Background: an optimization exercise with open tools, aiming at small area. Do not read the settings as production practice.
Function was checked by simulation only, so behaviour that the tests miss may differ from the original.

## audio_core
module audio_core
(
	input AUD_BCLK,
	input rst,
	input [2:0]SW,
	input AUD_ADCLRCK,
	input AUD_ADCDAT,
	input AUD_DACLRCK,
	output AUD_DACDAT
);
For scale: about 1700 cells after synthesis, about 22000 µm² of cells after synthesis.
export LEC_CHECK = 0
export CAP_MARGIN = 20
export CORE_MARGIN = 2
export CORE_UTILIZATION = 65
export CTS_BUF_LIST = sky130_fd_sc_hd__clkbuf_16
export CTS_CLUSTER_DIAMETER = 100
export CTS_CLUSTER_SIZE = 30
export PLACE_DENSITY = 0.75
export SLEW_MARGIN = 20
export SYNTH_HIERARCHICAL = 1
export SYNTH_MINIMUM_KEEP_SIZE = 0
create_clock -name core_clock -period 40.0 [get_ports {AUD_BCLK}]
run.sh (not shown) runs the stock make flow with config.mk's settings and CLKGATE_MAP_FILE= SYNTH_SCRIPT=/design/flow/synth_recipe.tcl, a recipe that flattens the netlist after the stock synthesis.
The first run went through all stages and came out clean.
Next try:
--- a/flow/design.v
+++ b/flow/design.v
@@ -719,36 +719,37 @@
 (
 	input AUD_BCLK,
 	input rst,
 	input [2:0]SW,
 	input AUD_ADCLRCK,
 	input AUD_ADCDAT,
 	input AUD_DACLRCK,
 	output AUD_DACDAT
 );
 reg [5:0] adc_cnt;
+wire [5:0] adc_step = {adc_cnt[4:0], ~(adc_cnt[5] ^ adc_cnt[4])};
 reg [31:0] adc_shift;
 reg [31:0] x;
 always @(posedge AUD_BCLK)
 	adc_shift <= {adc_shift[30:0], AUD_ADCDAT};
 always @(posedge AUD_BCLK or negedge rst)
 begin
 	if (rst == 1'b0)
 		adc_cnt <= 6'd0;
-	else if (adc_cnt == 6'd33)
+	else if (adc_cnt == 6'd49)
 		adc_cnt <= 6'd0;
 	else if (adc_cnt != 6'd0 || AUD_ADCLRCK)
-		adc_cnt <= adc_cnt + 6'd1;
+		adc_cnt <= adc_step;
 end
 reg [7:0] r;
 reg [8:0] q;
-wire sign_bit = (adc_cnt == 6'd1) || (adc_cnt == 6'd17);
+wire sign_bit = (adc_cnt == 6'd1) || (adc_cnt == 6'd29);
 wire [8:0] t = {r, AUD_ADCDAT};
 wire ge = (t >= 9'd141);
 wire [8:0] tm = t - 9'd141;
 always @(posedge AUD_BCLK)
 begin
 	if (sign_bit) begin
 		r <= AUD_ADCDAT ? 8'd140 : 8'd0;
 		q <= {9{AUD_ADCDAT}};
 	end else begin
 		r <= ge ? tm[7:0] : t[7:0];
@@ -899,30 +900,30 @@
 		8'd137: g = 4'd15;
 		8'd138: g = 4'd15;
 		8'd139: g = 4'd15;
 		8'd140: g = 4'd15;
 		default: g = 4'd15;
 	endcase
 end
 wire [13:0] t1_now = {q, g, q[8] & (r != 8'd0)};
 reg [13:0] t1_saved;
 always @(posedge AUD_BCLK)
-	if (adc_cnt == 6'd17)
+	if (adc_cnt == 6'd29)
 		t1_saved <= t1_now;
 reg [13:0] t1L, t1R;
 always @(posedge AUD_BCLK or negedge rst)
 begin
 	if (rst == 1'b0) begin
 		x <= 32'd0;
 		t1L <= 14'd0;
 		t1R <= 14'd0;
-	end else if (adc_cnt == 6'd33) begin
+	end else if (adc_cnt == 6'd49) begin
 		x <= adc_shift;
 		t1L <= t1_saved;
 		t1R <= t1_now;
 	end
 end
 reg [31:0] xp;
 reg [15:0] lpL, lpR;
 reg [14:0] hpL, hpR;
 wire [15:0] lpL_n, lpR_n, ecL, ecR;
 wire [14:0] hpL_n, hpR_n;
@@ -959,24 +960,24 @@
 	endcase
 end
 reg [5:0] dac_cnt;
 reg dac_top;
 reg [31:0] dac_ring;
 wire dac_idle = (dac_cnt == 6'd0);
 always @(posedge AUD_BCLK or negedge rst)
 begin
 	if (rst == 1'b0)
 		dac_cnt <= 6'd0;
-	else if (dac_cnt == 6'd33)
+	else if (dac_cnt == 6'd49)
 		dac_cnt <= 6'd0;
 	else if (!dac_idle || AUD_DACLRCK)
-		dac_cnt <= dac_cnt + 6'd1;
+		dac_cnt <= {dac_cnt[4:0], ~(dac_cnt[5] ^ dac_cnt[4])};
 end
 always @(posedge AUD_BCLK or negedge rst)
 begin
 	if (rst == 1'b0)
 		dac_top <= 1'b0;
 	else
 		dac_top <= dac_idle ? currentDACData[31] : dac_ring[31];
 end
 always @(posedge AUD_BCLK)
 	dac_ring <= dac_idle ? {currentDACData[30:0], currentDACData[31]} : {dac_ring[30:0], dac_top};
The new run ran to the end with no violations.
Non-clock buffer count goes up by 2.
Via count goes up by about 2.2%.
Cell area goes down by 1.4%.
Die area goes down by 1.1%.
Worst setup slack degrades by 54 ps.

[what the ideal ports hide]
No port has a modelled driver above. Below, the same layouts with a new extraction and two added sets of constraints. Step 1: set_driving_cell puts a clkbuf_16 on AUD_BCLK and a buf_2 on each other input, an assumption about the parent block. Step 2 also shifts input and output timing later by t, the mid clock arrival at the registers, as if the neighbouring blocks saw the same clock. Three values: ideal, step 1, step 2; two values: the first two.
| run | t, ns | setup WS [ns] | worst setup path at the end | latest minus earliest clock arrival (ns) | worst register clock-pin slew, ns |
|---|---|---|---|---|---|
| the first run | 0.567 | 7.944 / 7.944 / 7.944 | register to register | 0.045 / 0.045 | 0.12 / 0.12 |
| the second run | 0.551 | 7.890 / 7.890 / 7.890 | register to register | 0.025 / 0.025 | 0.12 / 0.12 |
After both steps every run listed still meets setup and hold.
